This design comes from an exercise in tuning for small area, a short achievable clock period and few clock cycles on the open sky130 flow, not from production work. No functional check of the RTL was part of any run shown here.

==> flow/design.v (outline; a module is shown in full before it is edited, if it fits) <==
// module mult: 2006 lines
// module mult_fa: 4 lines
// module mult_ha: 4 lines
module mult #(parameter XLEN = 32, parameter NUM_STAGE = 4)
(
    input clock, reset,
    input start,
    input [1:0] sign,
    input [XLEN-1:0] mcand, mplier,
    output [(2*XLEN)-1:0] product,
    output logic done
);
  // ...
==> flow/flow/run.sh <==
#!/bin/bash
set -euo pipefail
bash standard.sh SETUP_SLACK_MARGIN=6.6 "BUFFER_PORTS_ARGS=-buffer_cell sky130_fd_sc_hd__buf_2" finish > flow_make.log 2>&1
==> flow/standard.sh <==
#!/bin/bash
# synth_recipe.tcl (not shown) runs the flow's synth.tcl, then flattens the netlist and writes it again
# the make line also repeats each setting of config.mk as NAME=value (left out here)
make -C /OpenROAD-flow-scripts/flow DESIGN_CONFIG=/design/flow/config.mk WORK_HOME=/design/flow/orfs CLKGATE_MAP_FILE= SYNTH_SCRIPT=/design/flow/synth_recipe.tcl "${@:-finish}"
==> flow/config.mk <==
export PLATFORM = sky130hd
export DESIGN_NAME = mult
export DESIGN_NICKNAME = mult
export VERILOG_FILES = /design/flow/design.v
export SDC_FILE = /design/flow/constraint.sdc
export NUM_CORES = 4
export LEC_CHECK = 0
export ABC_AREA = 1
export CAP_MARGIN = 20
export CORE_MARGIN = 2
export CORE_UTILIZATION = 40
export PLACE_DENSITY = 0.6
export SLEW_MARGIN = 20
export SYNTH_HIERARCHICAL = 1
==> flow/constraint.sdc <==
create_clock -name core_clock -period 10.0 [get_ports {clock}]
set_input_delay 2.0000 -clock core_clock [delete_from_list [all_inputs] [get_ports {clock}]]
set_output_delay 2.0000 -clock core_clock [all_outputs]
set_load 0.01 [all_outputs]
==> summary.txt, run 1 <==
The cell count along the critical path is 9. Of the total standard cell area in the layout, the multi-input combinational portion is 62.81%. The insertion delay to the later sink of the worst-skew pair is 0.63 ns.

The quantity of gates resized following cts came out at 7. The type of element capturing the critical path is a flop. Yosys instantiated no cell more often than sky130_fd_sc_hd__nand2_1. The area growth from synthesis to layout is 10.74%.

The met1 routed wirelength after detailed routing is 48030 um. The repair_antennas step left the layout with diodes totalling 2. The number of buffer and inverter instances along the worst setup path came out at 3.

Summing the areas of all fa, ha and maj instances in the mapped netlist gives 32.19% of the synthesized area. The post-synthesis cell area is 0.03415 sq mm. The share of the Yosys chip area taken by registers is 23.04%.

Measured against its own limit, the worst slew margin works out to 30.89%. TritonCTS built the clock tree.

The non-clock buffer total of the final layout is 235. The end point of the most critical hold path is vld[2]. The wire length reported by the detailed router is 118700 um. For this run, the top clock speed supported by timing is 0.2991 GHz. The floorplan step set the die height to 296.2 um. The die is 296.2 um wide. The run finished with no timing, DRC or antenna violations. The largest net degree at the start of global routing came out at 36.

STA puts the critical path data arrival time at 3.85 ns. The worst register-to-register path ends at t4[130]. The proportion of synthesized area in mux cells came out at 0.4616%. The cell count of the worst reg-to-reg path is 9. In this run the most critical hold path is launched from vld[1]. The average instance in the mapped netlist occupies 9.061 sq um. The post-route worst hold slack is 0.4128 ns. The maximum count of clock buffers along a single path came out at 3. The share of synthesized cell area in and, or, nand and nor gates is 10.69%. Setup repair after global routing left no endpoint under its margin.
==> run 2, diff against run 1 <==
--- a/flow/config.mk
+++ b/flow/config.mk
@@ -9,6 +9,8 @@
 export CAP_MARGIN = 20
 export CORE_MARGIN = 2
 export CORE_UTILIZATION = 40
+export CTS_BUF_LIST = sky130_fd_sc_hd__clkbuf_8
+export CTS_CLUSTER_SIZE = 30
 export PLACE_DENSITY = 0.6
 export SLEW_MARGIN = 20
 export SYNTH_HIERARCHICAL = 1
==> run 2 against run 1 <==
Compared with the run above: core utilization is 0.053 points lower; via count is 0.52% higher; critical path depth is 1 lower; final cell count is 0.94% higher; register-to-register slack worse by 0.02 ns; die area stayed put; critical endpoint unchanged.
==> summary.txt, run 2 <==
Summing the areas of all compound-gate instances in the mapped netlist gives 10.43% of the synthesized area. Setup repair after global routing left no endpoint under its margin. The slack of the worst reg-to-reg path is 6.64 ns. The die extent in x came out at 296.2 um (unchanged).

The top cell types in the final layout, fill and taps aside, are sky130_fd_sc_hd__nand2_1 (671), sky130_fd_sc_hd__xor2_1 (590), sky130_fd_sc_hd__o22ai_1 (509). The worst hold path belongs to the class reg -> reg. The critical path in this run is classified as reg -> reg. The endpoint of the most critical setup path is t4[130]. The detailed-router iteration count before antenna repair is 6. The largest registers in the layout are t4: 243 flops, p: 64 flops, ar: 33 flops.

The finished cells cover 0.03778 sq mm. The hold violation count in the final report is 0. The cell area after placement is 0.03587 sq mm. The data arrival at the endpoint of the critical path came out at 3.94 ns (+0.09 ns). The final max-slew violation count is 0.

The number of setup violations in the final report came out at 0. Summing over every cut layer, the via total after detailed routing is 27465. Of the cells placed in the final design, the portion with a size suffix greater than 1 is 11.17%. Counting every sink on the clock net gives 393. Counting the buffers created by CTS gives 77.

The final non-filler cell total is 5040. The delay of the slowest cell on the worst path came out at 0.58 ns. The dominant synthesized flop cell is sky130_fd_sc_hd__dfxtp_1. The initial detailed-routing violation count is 3355. The most numerous cell type found on the critical path is sky130_fd_sc_hd__fa_1.

Traced cell by cell, the critical path runs through inv_1, buf_4, o22ai_1, xor2_1, fa_1, fa_1, fa_1, fa_1. The flip-flop count of the largest register after layout is 243. The clock transition time at the flip-flop clock pins of the worst setup and hold paths came out at 0.06 ns.

Wire segments on met3 add up to 14660 um in the final route. The leftover overflow at the end of global routing came out at 0. The cell count along the critical path came out at 8 (-1).

By count the netlist is led by sky130_fd_sc_hd__nand2_1 (671), sky130_fd_sc_hd__xor2_1 (591), sky130_fd_sc_hd__o22ai_1 (512). After detailed routing, the average wire length per cell comes to 23.54 um. The count of nets left with antenna violations once routing finished came out at 0. The timing-limited maximum frequency was 0.2972 GHz (-0.62%). The floorplan has 107 rows.

The wire length reported by the detailed router is 118600 um (about the same). The final HPWL from detailed placement is 83410 um. The largest clock skew in the final design came out at 0.06346 ns. TritonCTS built the clock tree. The first-pass GRT wire length is 176200 um.

The largest individual stage delay along the critical path comes from the cell sky130_fd_sc_hd__fa_1. The slew at the pin closest to its max-slew limit came out at 1.018 ns. In this run the biggest area consumer among cell types represents 28.19% of the synthesized area. The die extent in y came out at 296.2 um (unchanged). The time the worst path needs with I/O delays and setup came out at 3.364 ns. After the last flow step, the layout net total stands at 4493. The post-placement cell count is 4877. The number of max-capacitance violations reported is 0. The routability congestion estimate is 0.9660. The most common cell after layout, fill and taps aside is sky130_fd_sc_hd__nand2_1.

The number of buffer and inverter instances along the worst setup path came out at 2 (-1). The residual DRC count is 0. The launching element type of the critical path is a flop. The area of the core is 0.08488 sq mm. For this run, the number of Yosys warnings is 7. The largest net degree at the start of global routing came out at 36 (unchanged).

The met2 wirelength from detailed routing is 50760 um. The floorplan step defined a die boundary enclosing 0.08773 sq mm. Routed signal wires occupy layers up through met5. The post-synthesis cell area came out at 0.03415 sq mm (unchanged). The normalized max-slew margin is 31.43% (+0.53 points). The cell sitting at the root of the clock tree is a sky130_fd_sc_hd__clkbuf_8. The detailed-route vias per instance came out at 5.449. The type of element capturing the critical path is a flop. The total routing usage reported by global routing is 27.05%. The register area share after synthesis came out at 23.04% (unchanged). The number of levels in the clock H-tree came out at 3. The proportion of synthesized area in mux cells came out at 0.4616% (unchanged). The maximum count of clock buffers along a single path came out at 3 (unchanged). The run finished with no timing, DRC or antenna violations.

The worst register-to-register path begins at ar[25]. The mean post-synth cell area is 9.061 sq um (unchanged). The number of cells produced by synthesis came out at 3769. The met1 routed wirelength after detailed routing came out at 47530 um (-1.1%).

The share of synthesized cell area in and, or, nand and nor gates is 10.69% (unchanged). Of the total synthesized cell area, the portion taken by XOR and XNOR cells is 15.59%. The share of async-settable or async-resettable flops after synthesis is 0%. In this run the worst path has a maximum fanout of 32.

The count of boundary I/O pins is 134. The endpoint identified for the worst register-to-register timing path is t4[130]. The main combinational cell family by area after synthesis is adder cells. The area overhead of the layout relative to synthesis is 10.61%. The share of the clock period used by the worst path after layout is 33.64%.

The number of global-route vias before repair is 27655. Tracing the worst setup path back leads to its startpoint at ar[25]. sky130_fd_sc_hd__fa_1 takes more of the synthesized area than any other cell. By area the synthesized netlist is led by sky130_fd_sc_hd__fa_1 (28%), sky130_fd_sc_hd__dfxtp_1 (23%), sky130_fd_sc_hd__xor2_1 (15%). Broken down by cell family, the worst path's largest delay share belongs to adder cells. The initial standard-cell utilization of the core is 40.24%.

The number of enable-type register cells in the synthesized netlist is 0. The cell count of the worst reg-to-reg path is 8 (-1). The final-layout setup total negative slack came out at 0 ns. The insertion delay to the later sink of the worst-skew pair came out at 0.71 ns (+0.08 ns). The most frequently used cell type in the post-synthesis netlist is sky130_fd_sc_hd__nand2_1. Buffers placed on the I/O ports in this run total 133. The register bit count reported by yosys came out at 393. The register with the most flip-flops in the final layout is t4.

The adder-cell share of the synthesized area is 32.19% (unchanged). The number of antenna violations at the first check in global routing came out at 5. For the worst setup path, the data required time is 10.58 ns. The number of distinct library cell variants in the gate-level netlist after synthesis is 30.
## run 2: cell counts after synthesis
Identical to the previous run, type by type.
## run 2: worst register-to-register path: cells and delay by family, from the launching register on
| family | cells | cell delay [ns] |
|---|---|---|
| fa+ha+maj | 4 | 2.02 |
| xor+xnor | 1 | 0.19 |
| compound gates | 1 | 0.20 |
| flops | 1 | 0.33 |
| buf+inv | 2 | 0.54 |
## run 2: per-stage QoR
step	util (%)	worst slack (ns)	hold slack (ns)
2_1_floorplan	-	6.919	0.3290
3_3_place_gp	42.26	6.214	0.3946
3_5_place_dp	42.26	6.188	0.4033
4_1_cts	44.23	6.595	0.4143
5_1_grt	44.50	6.602	0.4244
6_report	44.50	6.636	0.4127
## run 2: worst min path at each step
stage	slack, ns	cells past startpoint	startpoint	to
after floorplan	0.33	0	neg[2]	t4[11]
after global placement	0.39	2	vld[1]	vld[2]
after detailed placement	0.40	2	vld[1]	vld[2]
after CTS	0.41	2	vld[1]	vld[2]
after global routing	0.42	2	vld[1]	vld[2]
final	0.41	2	vld[0]	vld[1]
## run 2: area by class of cell
| class | count | area (sq um) |
|---|---|---|
| diodes | 2 | 5.005 |
| fillers | 8330 | 47100 |
| repair buffers | 232 | 1496 |
| clock buffers | 98 | 1349 |
| repair inverters | 3 | 20.02 |
| flip-flops and latches | 393 | 7889 |
| multi-input cells | 2718 | 23780 |
| well taps | 1144 | 1431 |
| clock inverters | 41 | 240.2 |
| inverters | 409 | 1560 |
## run 2: routing by layer
metal,track usage (%),vias to the layer above
met2,40.46,1758
met3,9.518,333
li1,-,12210
met4,11.90,6
met5,0,-
met1,35.24,13158
## run 2: kinds of logic after synthesis
logic type,count (synthesis)
simple gates,909
buf+inv,673
xor+xnor,608
fa+ha+maj,590
compound gates,581
flops,393
mux,14
other cells,1
## run 2: what timing repair did
| item | 4_1_cts | 5_1_grt |
|---|---|---|
| buffers inserted | 7 | 12 |
| pin swaps | 0 | 3 |
| hold buffers | 0 | 0 |
| resized for setup | 5 | 24 |
| endpoints found under the setup margin | 46 | 40 |
| cloned | 3 | 0 |
## run 2: Yosys stat by module (local to each module, per instance)
| module | area, sq um | flops+latches | copies in the design |
|---|---|---|---|
| mult | 23950 | 393 | 1 |
| mult_fa | 20.02 | 0 | 481 |
| mult_ha | 12.51 | 0 | 46 |
==> run 3, diff against run 2 <==
--- a/flow/config.mk
+++ b/flow/config.mk
@@ -9,8 +9,8 @@
 export CAP_MARGIN = 20
 export CORE_MARGIN = 2
 export CORE_UTILIZATION = 40
-export CTS_BUF_LIST = sky130_fd_sc_hd__clkbuf_8
-export CTS_CLUSTER_SIZE = 30
+export CTS_BUF_LIST = sky130_fd_sc_hd__clkbuf_4 sky130_fd_sc_hd__clkbuf_8
+export CTS_CLUSTER_SIZE = 20
 export PLACE_DENSITY = 0.6
 export SLEW_MARGIN = 20
 export SYNTH_HIERARCHICAL = 1
==> run 3 against run 2 <==
Compared with the run above: fmax about the same; largest cell class unchanged; sequential cell count is the same; sequential share of layout area hardly changed; synthesized cell count unchanged; die area stayed put; setup slack got worse by 0.0026 ns.
==> summary.txt, run 3 <==
The final non-filler cell total came to 5038 (-0.040%). The area overhead of the layout relative to synthesis came out at 10.80%. The die area is 0.08773 sq mm (unchanged). The initial detailed-routing violation count is 3141 (-6.4%). The setup path with the least slack is of type reg -> reg. t4 holds more flip-flops than any other register.

The number of buffer and inverter instances along the worst setup path came to 2 (unchanged). The area of the core came out at 0.08488 sq mm (unchanged). The total routing usage reported by global routing came to 27.08% (+0.028 points).

The flip-flop count of the largest register after layout is 243 (unchanged). The least setup slack across all paths after layout is 6.633 ns (-0.002550 ns). The detailed-route vias per instance came to 5.441 (-0.16%). The largest net degree at the start of global routing came out at 36 (unchanged).

The worst setup path is launched from a flop. The number of enable-type register cells in the synthesized netlist is 0 (unchanged). The register area share after synthesis is 23.04% (unchanged). The final HPWL from detailed placement is 83410 um (unchanged).

The final max-slew violation count came out at 0 (unchanged). The slew at the pin closest to its max-slew limit came to 0.9835 ns (-0.03435 ns). The wire length reported by the detailed router came out at 118900 um (+0.23%). The initial standard-cell utilization of the core is 40.24% (unchanged). The run finished with no timing, DRC or antenna violations.

The cell area after placement came to 0.03587 sq mm (unchanged). The register bit count reported by yosys came to 393 (unchanged). The slowest stage cell on the critical path is sky130_fd_sc_hd__fa_1. The post-placement cell count came out at 4877 (unchanged).

The number of global-route vias before repair was 27627 (-0.10%). The commonest cells after synthesis are sky130_fd_sc_hd__nand2_1 (671), sky130_fd_sc_hd__xor2_1 (591), sky130_fd_sc_hd__o22ai_1 (512). The cell type with the highest aggregate area in the netlist is sky130_fd_sc_hd__fa_1. The leftover overflow at the end of global routing came out at 0 (unchanged).

The number of buffers created by CTS came to 77 (unchanged). The normalized max-slew margin is 33.74% (+2.3 points). The hold violation count in the final report is 0 (unchanged). The die extent in y is 296.2 um (unchanged). The number of antenna violations at the first check in global routing came out at 5 (unchanged). The first-pass GRT wire length came out at 176400 um (about the same). In this design, the largest share of critical-path delay is due to adder cells. The quantity of hold-fixing buffers added after cts is 0 (unchanged). The clock transition time at the flip-flop clock pins of the worst setup and hold paths is 0.06 ns (about the same). The cell repeated most along the worst path is sky130_fd_sc_hd__fa_1.

The time the worst path needs with I/O delays and setup is 3.367 ns (+0.002550 ns). Among all cell types in the netlist, the one instantiated most often is sky130_fd_sc_hd__nand2_1. The share of the synthesized area in the top cell type came out at 28.19% (unchanged).

The number of levels in the clock H-tree was 3 (unchanged). The delay of the slowest cell on the worst path is 0.61 ns (+0.03 ns). The residual DRC count is 0 (unchanged). STA classifies the critical path endpoint as a flop.

The cell area after layout is 0.03784 sq mm (+0.18%). The timing-limited maximum frequency came to 0.2970 GHz (about the same). The share of the clock period used by the worst path after layout came out at 33.67% (about the same). TritonCTS built the clock tree. The share of async-settable or async-resettable flops after synthesis came out at 0% (unchanged). The routability congestion estimate is 0.9660 (unchanged).

The largest registers in the layout are t4: 243 flops, p: 64 flops, ar: 33 flops. The detail-routed net length per standard cell came out at 23.60 um (+0.27%). The final-layout setup total negative slack was 0 ns (unchanged).

The path class of the tightest hold or removal check is reg -> reg. The number of nets in the final layout was 4492 (-0.022%). Traced cell by cell, the critical path runs through inv_1, buf_4, o22ai_1, xor2_1, fa_1, fa_1, fa_1, fa_1. The maximum count of clock buffers along a single path came to 3 (unchanged).

The layout cell share with drive strength beyond 1 is 11.64% (+0.47 points). The count of boundary I/O pins is 134 (unchanged). The number of max-capacitance violations reported is 0 (unchanged).

The number of setup violations in the final report is 0 (unchanged). The library cells used most frequently in the layout, excluding fill and tap cells, are sky130_fd_sc_hd__nand2_1 (671), sky130_fd_sc_hd__xor2_1 (590), sky130_fd_sc_hd__o22ai_1 (509). Leaving out fill and tap cells, the most frequent cell in the layout is sky130_fd_sc_hd__nand2_1.

The post-synthesis cell area came to 0.03415 sq mm (unchanged). The detailed-router iteration count before antenna repair is 6 (unchanged). For this run, the leading register cell type out of synthesis is sky130_fd_sc_hd__dfxtp_1. The number of clock sinks is 393 (unchanged).

The via total after detailed routing is 27410 (-0.20%). The number of distinct library cell variants in the gate-level netlist after synthesis is 30 (unchanged). The count of filler cells inserted in the layout came out at 8324 (-0.072%). The mean post-synth cell area is 9.061 sq um (unchanged). The post-route worst hold slack came to 0.4127 ns (-0.00001900 ns). The die extent in x is 296.2 um (unchanged). The data arrival at the endpoint of the critical path came out at 3.93 ns (about the same).

The number of warnings printed during yosys synthesis came out at 7 (unchanged). Sorting the synthesized cells by area gives the leading types as sky130_fd_sc_hd__fa_1 (28%), sky130_fd_sc_hd__dfxtp_1 (23%), sky130_fd_sc_hd__xor2_1 (15%). The antenna violation net count after detailed routing came to 0 (unchanged). The count of buffers inserted at the top-level ports came out at 133 (unchanged). The largest clock skew in the final design came out at 0.06999 ns (+0.006530 ns).

The critical path data required time came to 10.56 ns (-0.02 ns). The largest driver fanout on the critical path came to 32 (unchanged).

The worst setup slack after placement came out at 6.188 ns (unchanged). The number of cells produced by synthesis came out at 3769 (unchanged). The number of rows in the core area came out at 107 (unchanged). The buffer cell driving the clock tree root is sky130_fd_sc_hd__clkbuf_8. The insertion delay to the later sink of the worst-skew pair is 0.71 ns (about the same). Setup repair after global routing left no endpoint under its margin.
run 3: layout make-up:
class	count	area, sq um	share of cell area, %
Antenna cell	1	2.502	0.006613
Clock buffer	118	1499	3.961
Clock inverter	21	165.2	0.4364
Inverter	409	1560	4.123
Multi-Input combinational cell	2718	23780	62.85
Sequential cell	393	7888	20.84
Tap cell	1144	1431	3.782
Timing Repair Buffer	231	1493	3.944
Timing Repair inverter	3	20.02	0.05290
run 3: what timing repair did:
action | in CTS | in global routing
setup buffers | 5 | 13
gates resized for setup | 5 | 24
gates cloned | 3 | 0
setup endpoints to repair | 46 | 40
pin swaps | 0 | 3
run 3: routing by layer:
layer  track usage [%]  part of all wire (%)  up-vias
met5                 0                 0.042        -
met3             9.698                    12      304
li1                  -                     -    12201
met1             35.31                    40    13232
met4             11.73                   4.5        8
met2             40.42                    43     1665
run 3: final timing paths:
kind,start,end,slack [ns],depth (start not counted)
setup / recovery,ar[25],t4[142],6.63,8
hold / removal,vld[0],vld[1],0.41,2
setup reg to reg,ar[25],t4[142],6.63,8
hold reg to reg,vld[0],vld[1],0.41,2
run 3: cells by family (layout without fill, tap and decap cells):
kind of cell             after synthesis  in the layout  share of synthesized area, %
AO/OA/AOI/OAI                        581            581                         10.43
XOR/XNOR                             608            608                         15.59
adder cells (fa/ha/maj)              590            590                         32.19
buffers and inverters                673            782                         7.587
flip-flops                           393            393                         23.04
multiplexers                          14             14                        0.4616
other                                  1             17                       0.01098
AND/OR/NAND/NOR                      909            909                         10.69
run 3: per-stage QoR:
stage | util (%)
6_report | 44.58
5_1_grt | 44.58
4_1_cts | 44.31
3_5_place_dp | 42.26
3_3_place_gp | 42.26
2_1_floorplan | -
run 3: worst register-to-register path: stages, from the launching register on:
cell	delay, ns
sky130_fd_sc_hd__dfxtp_1	0.33
sky130_fd_sc_hd__inv_1	0.06
sky130_fd_sc_hd__buf_4	0.48
sky130_fd_sc_hd__o22ai_1	0.20
sky130_fd_sc_hd__xor2_1	0.19
sky130_fd_sc_hd__fa_1	0.61
sky130_fd_sc_hd__fa_1	0.46
sky130_fd_sc_hd__fa_1	0.52
sky130_fd_sc_hd__fa_1	0.40
run 3: per-module statistics from Yosys (local to each module, per instance):
| module | cells | cell area [sq um] | times used | flops+latches |
|---|---|---|---|---|
| mult | 3242 | 23950 | 1 | 393 |
| mult_fa | 1 | 20.02 | 481 | 0 |
| mult_ha | 1 | 12.51 | 46 | 0 |

## static timing again, ports no longer ideal
Ports are ideal in the flow. The routed layouts listed here were re-timed in OpenROAD.
Step 1 (the two cells are an assumption about what drives the block):
set clk [get_ports {clock}]
set_driving_cell -lib_cell sky130_fd_sc_hd__clkbuf_16 $clk
set_driving_cell -lib_cell sky130_fd_sc_hd__buf_2 [delete_from_list [all_inputs] $clk]
Step 2 moves the port delays by t, midway between the first and last clock arrival at a register: inputs arrive t later, outputs are due t later. That takes back most of the time a late clock gives input paths.
Slacks: no drivers / after step 1 / after step 2; pairs: no drivers / after step 1.
run	shift t [ns]	setup slack, ns	latest minus earliest clock arrival (ns)	worst slew at a driven data input, ns	pins driven straight from the clock port
run 1	0.679	6.657 / 6.657 / 6.657	0.031 / 0.031	0.06	1
run 2	0.744	6.636 / 6.636 / 6.636	0.064 / 0.064	0.05	1
run 3	0.738	6.633 / 6.633 / 6.633	0.071 / 0.071	0.05	1
After both steps every run listed still meets setup and hold.
